What follows belongs to an exercise in optimizing a design on an open flow for small area and a short achievable clock period; a production flow would make more cautious choices.
Only simulation tests tie the RTL to the original design; equivalence was not proved.
The clock port is modelled as an ideal driver; clocking choices that lean on that would not hold on a real chip.
Power and IR drop assume default switching activity.

==> flow/design.v <==
module sync_fifo
(
input               clk,
input               rst_n,
input               wen,
input   [15:0]      data_in,
output              full,
input               ren,
output  [15:0]      data_out,
output              empty
);
reg  [3:0]  wr_hi, wr_lo;
reg  [15:0] rd_oh;
reg         full_r;
reg         nempty_r;
reg  [15:0] mem [0:15];
reg  [15:0] data_out_r;
assign full     = full_r;
assign empty    = ~nempty_r;
assign data_out = data_out_r;
wire push = wen & ~full_r;
wire pop  = ren & nempty_r;
wire [15:0] wr_oh;
genvar i;
generate
    for (i = 0; i < 16; i = i + 1) begin : sel
        assign wr_oh[i] = wr_hi[i/4] & wr_lo[i%4];
    end
endgenerate
wire [3:0]  wr_lo1 = {wr_lo[2:0], wr_lo[3]};
wire [3:0]  wr_hi1 = {wr_hi[2:0], wr_hi[3]};
wire [15:0] wr_oh1 = {wr_oh[14:0], wr_oh[15]};
wire [15:0] rd_oh1 = {rd_oh[14:0], rd_oh[15]};
wire [3:0]  rd_lo  = rd_oh[3:0] | rd_oh[7:4] | rd_oh[11:8] | rd_oh[15:12];
wire        last_word  = |(rd_oh1 & wr_oh);
wire        last_space = |(wr_oh1 & rd_oh);
always @(posedge clk or negedge rst_n)
begin
    if (!rst_n) begin
        wr_hi    <= 4'd1;
        wr_lo    <= 4'd1;
        rd_oh    <= 16'd1;
        full_r   <= 1'b0;
        nempty_r <= 1'b0;
    end else begin
        if (push & wr_lo[3])
            wr_hi <= wr_hi1;
        if (push)
            wr_lo <= (last_space & ~pop) ? 4'd0 : wr_lo1;
        else if (pop & full_r)
            wr_lo <= rd_lo;
        if (pop)  rd_oh <= rd_oh1;
        if (push)
            nempty_r <= 1'b1;
        else if (pop)
            nempty_r <= ~last_word;
        if (pop)
            full_r <= 1'b0;
        else if (push)
            full_r <= last_space;
    end
end
reg [15:0] rd_word;
integer k;
always @*
begin
    rd_word = 16'd0;
    for (k = 0; k < 16; k = k + 1)
        rd_word = rd_word | (mem[k] & {16{rd_oh[k]}});
end
generate
    for (i = 0; i < 16; i = i + 1) begin : row
        always @(posedge clk)
            if (wr_oh[i])
                mem[i] <= data_in;
    end
endgenerate
always @(posedge clk)
    if (pop)
        data_out_r <= rd_word;
endmodule
Settings: LEC_CHECK=0, CAP_MARGIN=20, CORE_MARGIN=2, CORE_UTILIZATION=55, CTS_CLUSTER_DIAMETER=100, CTS_CLUSTER_SIZE=30, SETUP_SLACK_MARGIN=1.9, SLEW_MARGIN=20; clock period 3.5 ns.
standard.sh (not shown) runs the stock make flow with config.mk's settings and CLKGATE_MAP_FILE= SYNTH_SCRIPT=/design/flow/synth_recipe.tcl, a recipe that flattens the netlist after the stock synthesis.
==> flow/flow/run.sh <==
#!/bin/bash
# The standard layout (the standard.sh: standard synthesis, floorplan,
# placement, CTS, routing, finish) with one change, made by a hook at the end
# of the CTS step (post_cts.tcl): the clock tree's upper levels are replaced by
# a few buffers fed straight from the clock port, each driving the nearest leaf
# buffers. Every register still gets its clock through two buffers, with the
# same arrival time for all of them; only the tree's depth shrinks.
# The port buffers are buf_2 cells (BUFFER_PORTS_ARGS).
set -euo pipefail
here=$(pwd)
export POST_CTS_TCL="$here/flow/post_cts.tcl"
export CLOCK_ROOTS=4
export BUFFER_PORTS_ARGS="-buffer_cell sky130_fd_sc_hd__buf_2"
bash standard.sh > "$here/standard.log" 2>&1
Other scripts of this flow, unchanged in this note and not shown: flow/flow/post_cts.tcl
The baseline finished with timing, DRC and antenna clean.
Next try:
--- a/flow/flow/run.sh
+++ b/flow/flow/run.sh
@@ -8 +7,0 @@
-# The port buffers are buf_2 cells (BUFFER_PORTS_ARGS).
@@ -13 +11,0 @@
-export BUFFER_PORTS_ARGS="-buffer_cell sky130_fd_sc_hd__buf_2"
SETUP_SLACK_MARGIN = 1.8   (was 1.9)
After rerunning: Sequential power hardly moves; final cell count came out lower by 0.52%; critical path depth goes down by 3; routed wire length drops by about 3.7%; clock power stays flat; setup slack degrades by 0.033 ns; via count went down by 1.9%; hold slack is better by 0.0041 ns; cell area goes down by about 3.5%.

* * *

// sync_fifo: RTL as listed in full above, without the edits since
export LEC_CHECK = 0
export CAP_MARGIN = 20
export CORE_MARGIN = 2
export CORE_UTILIZATION = 65
export CTS_CLUSTER_DIAMETER = 100
export CTS_CLUSTER_SIZE = 30
export PLACE_DENSITY = 0.72
export SETUP_SLACK_MARGIN = 1.8
export SLEW_MARGIN = 20
create_clock -name core_clock -period 3.5 [get_ports {clk}]
==> flow/flow/run.sh <==
#!/bin/bash
# The standard layout (the standard.sh: standard synthesis, floorplan,
# placement, CTS, routing, finish) with one change, made by a hook at the end
# of the CTS step (post_cts.tcl): the clock tree's upper levels are replaced by
# a few buffers fed straight from the clock port, each driving the nearest leaf
# buffers. Every register still gets its clock through two buffers, with the
# same arrival time for all of them; only the tree's depth shrinks.
set -euo pipefail
here=$(pwd)
export POST_CTS_TCL="$here/flow/post_cts.tcl"
export CLOCK_ROOTS=4
bash standard.sh > "$here/standard.log" 2>&1
==> flow/flow/post_cts.tcl <==
# Sourced by ORFS's cts.tcl (POST_CTS_TCL) after CTS and its timing repair.
# Replaces the clock tree's upper levels by CLOCK_ROOTS buffers fed straight
# from the clock port; each drives the leaf buffers nearest to it (k-means on
# the leaf buffers' positions). Then legalizes and repairs timing again.

proc restructure_clock {K} {
  set block [ord::get_db_block]
  set clknet [[$block findBTerm clk] getNet]
  set leaves {}
  set upper {}
  foreach inst [$block getInsts] {
    set n [$inst getName]
    if {[string match clkbuf_leaf_* $n]} {
      lappend leaves $inst
    } elseif {[string match clkbuf_* $n]} {
      lappend upper $inst
    }
  }
  set n [llength $leaves]
  if {$n < $K || [llength $upper] == 0} {
    puts "restructure_clock: $n leaf buffers, [llength $upper] upper buffers; tree left as it is"
    return
  }
  set pts {}
  foreach l $leaves {
    set b [$l getBBox]
    lappend pts [list [expr {([$b xMin] + [$b xMax]) / 2.0}] [expr {([$b yMin] + [$b yMax]) / 2.0}]]
  }
  # k-means, seeded by the leaves sorted by angle around their centre
  set cx 0.0; set cy 0.0
  foreach p $pts { set cx [expr {$cx + [lindex $p 0]}]; set cy [expr {$cy + [lindex $p 1]}] }
  set cx [expr {$cx / $n}]; set cy [expr {$cy / $n}]
  set ang {}
  foreach p $pts { lappend ang [list [expr {atan2([lindex $p 1] - $cy, [lindex $p 0] - $cx)}] $p] }
  set ang [lsort -real -index 0 $ang]
  set cents {}
  for {set k 0} {$k < $K} {incr k} { lappend cents [lindex [lindex $ang [expr {int(($k + 0.5) * $n / $K)}]] 1] }
  set asg {}
  for {set it 0} {$it < 100} {incr it} {
    set asg {}
    foreach p $pts {
      set best 0; set bd 1e30
      for {set k 0} {$k < $K} {incr k} {
        set c [lindex $cents $k]
        set d [expr {pow([lindex $p 0] - [lindex $c 0], 2) + pow([lindex $p 1] - [lindex $c 1], 2)}]
        if {$d < $bd} { set bd $d; set best $k }
      }
      lappend asg $best
    }
    set new {}
    for {set k 0} {$k < $K} {incr k} {
      set sx 0.0; set sy 0.0; set c 0
      foreach p $pts a $asg {
        if {$a == $k} { set sx [expr {$sx + [lindex $p 0]}]; set sy [expr {$sy + [lindex $p 1]}]; incr c }
      }
      if {$c > 0} { lappend new [list [expr {$sx / $c}] [expr {$sy / $c}]] } else { lappend new [lindex $cents $k] }
    }
    set cents $new
  }
  # every load of an upper-level buffer must be a buffer of the tree or a
  # dummy load; otherwise leave the tree as it is
  foreach u $upper {
    foreach it [[[$u findITerm X] getNet] getITerms] {
      set m [[$it getInst] getName]
      if {[$it getInst] ne $u && ![string match clkbuf_* $m] && ![string match clkload* $m]} {
        puts "restructure_clock: $m hangs on an upper level; tree left as it is"
        return
      }
    }
  }
  foreach u $upper {
    set onet [[$u findITerm X] getNet]
    foreach it [$onet getITerms] {
      set i [$it getInst]
      if {$i eq $u} continue
      if {[string match clkload* [$i getName]]} { odb::dbInst_destroy $i } else { $it disconnect }
    }
    odb::dbInst_destroy $u
    odb::dbNet_destroy $onet
  }
  set master [[ord::get_db] findMaster sky130_fd_sc_hd__clkbuf_16]
  for {set k 0} {$k < $K} {incr k} {
    set cnt 0
    foreach a $asg { if {$a == $k} { incr cnt } }
    if {$cnt == 0} continue
    set b [odb::dbInst_create $block $master clkroot_$k]
    set net [odb::dbNet_create $block clknet_root_$k]
    $net setSigType CLOCK
    [$b findITerm A] connect $clknet
    [$b findITerm X] connect $net
    set c [lindex $cents $k]
    $b setLocation [expr {int([lindex $c 0])}] [expr {int([lindex $c 1])}]
    $b setPlacementStatus PLACED
    foreach l $leaves a $asg { if {$a == $k} { [$l findITerm A] connect $net } }
    puts "restructure_clock: clkroot_$k drives $cnt leaf buffers"
  }
}

restructure_clock $::env(CLOCK_ROOTS)
detailed_placement
estimate_parasitics -placement
report_clock_latency -clock [all_clocks]
repair_timing_helper
detailed_placement
check_placement -verbose
estimate_parasitics -placement
report_clock_latency -clock [all_clocks]
puts "post_cts: setup WNS [worst_slack -max], hold WNS [worst_slack -min]"
Change:
Settings changed: CORE_UTILIZATION 65 to 55, PLACE_DENSITY 0.72 to 0.75.
Synthesized cell count stays the same. Worst setup slack got worse by 0.0032 ns. Via count rises by 2.1%. Total power went up by 0.55%. Maximum frequency hardly moves. Wire length hardly moves. Final cell count rose by 5.6%.
Change:
==> flow/flow/run.sh (replaced) <==
#!/bin/bash
# The standard layout (the standard.sh: standard synthesis, floorplan,
# placement, CTS, routing, finish) with one change, made by a hook at the end
# of the CTS step (post_cts.tcl):
# - the clock tree's upper levels are replaced by CLOCK_ROOTS buffers fed
#   straight from the clock port, each driving the nearest leaf buffers, so
#   the registers get their clock through two buffers, all at the same time;
set -euo pipefail
here=$(pwd)
export POST_CTS_TCL="$here/flow/post_cts.tcl"
export CLOCK_ROOTS=3
export EARLY_REGS="rd_oh* wr_hi* wr_lo*"
bash standard.sh > "$here/standard.log" 2>&1
--- a/flow/flow/post_cts.tcl
+++ b/flow/flow/post_cts.tcl
@@ -98,0 +99,51 @@
+
+# Useful skew for the paths between registers: the registers whose names
+# match EARLY_REGS (the FIFO pointers, which start the longest register-to-
+# register paths and feed no output) get their clock from one buffer fed
+# straight from the clock port, so it reaches them one buffer level earlier.
+proc early_clock {patterns} {
+  set block [ord::get_db_block]
+  set clknet [[$block findBTerm clk] getNet]
+  set sinks {}
+  foreach inst [$block getInsts] {
+    set n [$inst getName]
+    foreach p $patterns {
+      if {[string match $p $n]} {
+        set ck [$inst findITerm CLK]
+        if {$ck ne "NULL" && $ck ne ""} { lappend sinks $ck }
+        break
+      }
+    }
+  }
+  if {[llength $sinks] == 0} { puts "early_clock: no registers match"; return }
+  set sx 0.0; set sy 0.0
+  foreach ck $sinks {
+    set b [[$ck getInst] getBBox]
+    set sx [expr {$sx + ([$b xMin] + [$b xMax]) / 2.0}]
+    set sy [expr {$sy + ([$b yMin] + [$b yMax]) / 2.0}]
+  }
+  set n [llength $sinks]
+  set master [[ord::get_db] findMaster sky130_fd_sc_hd__clkbuf_16]
+  set b [odb::dbInst_create $block $master clkearly]
+  set net [odb::dbNet_create $block clknet_early]
+  $net setSigType CLOCK
+  [$b findITerm A] connect $clknet
+  [$b findITerm X] connect $net
+  $b setLocation [expr {int($sx / $n)}] [expr {int($sy / $n)}]
+  $b setPlacementStatus PLACED
+  foreach ck $sinks { $ck disconnect; $ck connect $net }
+  puts "early_clock: clkearly drives $n registers"
+  # leaf buffers left without loads
+  foreach inst [$block getInsts] {
+    if {[string match clkbuf_leaf_* [$inst getName]]} {
+      set onet [[$inst findITerm X] getNet]
+      if {[llength [$onet getITerms]] <= 1} {
+        [$inst findITerm A] disconnect
+        odb::dbInst_destroy $inst
+        odb::dbNet_destroy $onet
+        puts "early_clock: removed an empty leaf buffer"
+      }
+    }
+  }
+}
+
@@ -99,0 +151 @@
+if {[info exists ::env(EARLY_REGS)]} { early_clock $::env(EARLY_REGS) }
Settings changed: PLACE_DENSITY 0.75 to not set.
Outcome: Total power is about the same; final cell count barely changes; global-route usage rose by 2.5 points; setup slack gets better by 0.050 ns.
Change:
Settings changed: SETUP_SLACK_MARGIN 1.8 to 1.9.
Result: Combinational power is higher by about 10%; final area is higher by 5.2%; clock power hardly moves; power is higher by 0.32%; synthesized cell count does not change; worst hold slack improved by 0.022 ns; final cell count is higher by 2.9%; via count is higher by 4.1%; worst setup slack improved by 0.011 ns.

[separate check: timing with driven ports]
In the flow no input, the clock included, has a driving cell. The finished layouts below were timed again as built, in two steps. Step 1 assumes that a clkbuf_16 drives the clock port and a buf_2 every other input. Step 2, shift: input delay + t, output delay - t, t = (earliest + latest rising clock arrival at the registers) / 2. This alone moves slack from input paths to output paths. Three values: ideal, step 1, step 2; two values: the first two.
run | t (ns) | setup slack, ns | hold WS [ns] | slew at the worst register clock pin (ns) | worst slew at a driven data input, ns
the first run of note 1 | 0.403 | 1.879 / 1.796 / 1.597 | 0.363 / 0.292 / 0.567 | 0.12 / 0.12 | 0.06
the second run of note 1 | 0.405 | 1.846 / 1.749 / 1.613 | 0.367 / 0.296 / 0.559 | 0.11 / 0.11 | 0.05
the first run of note 2 | 0.404 | 1.804 / 1.750 / 1.588 | 0.571 / 0.571 / 0.571 | 0.11 / 0.11 | 0.05
the second run of note 2 | 0.402 | 1.801 / 1.740 / 1.620 | 0.367 / 0.294 / 0.556 | 0.12 / 0.12 | 0.05
the third run of note 2 | 0.336 | 1.851 / 1.760 / 1.703 | 0.503 / 0.440 / 0.543 | 0.11 / 0.11 | 0.05
the fourth run of note 2 | 0.343 | 1.862 / 1.783 / 1.674 | 0.526 / 0.526 / 0.526 | 0.11 / 0.11 | 0.04
After both steps setup and hold are still met in every run listed. The setup slack of the first run of note 1, which loses most, moves by -0.083 ns with the drivers and by -0.282 ns with both steps.
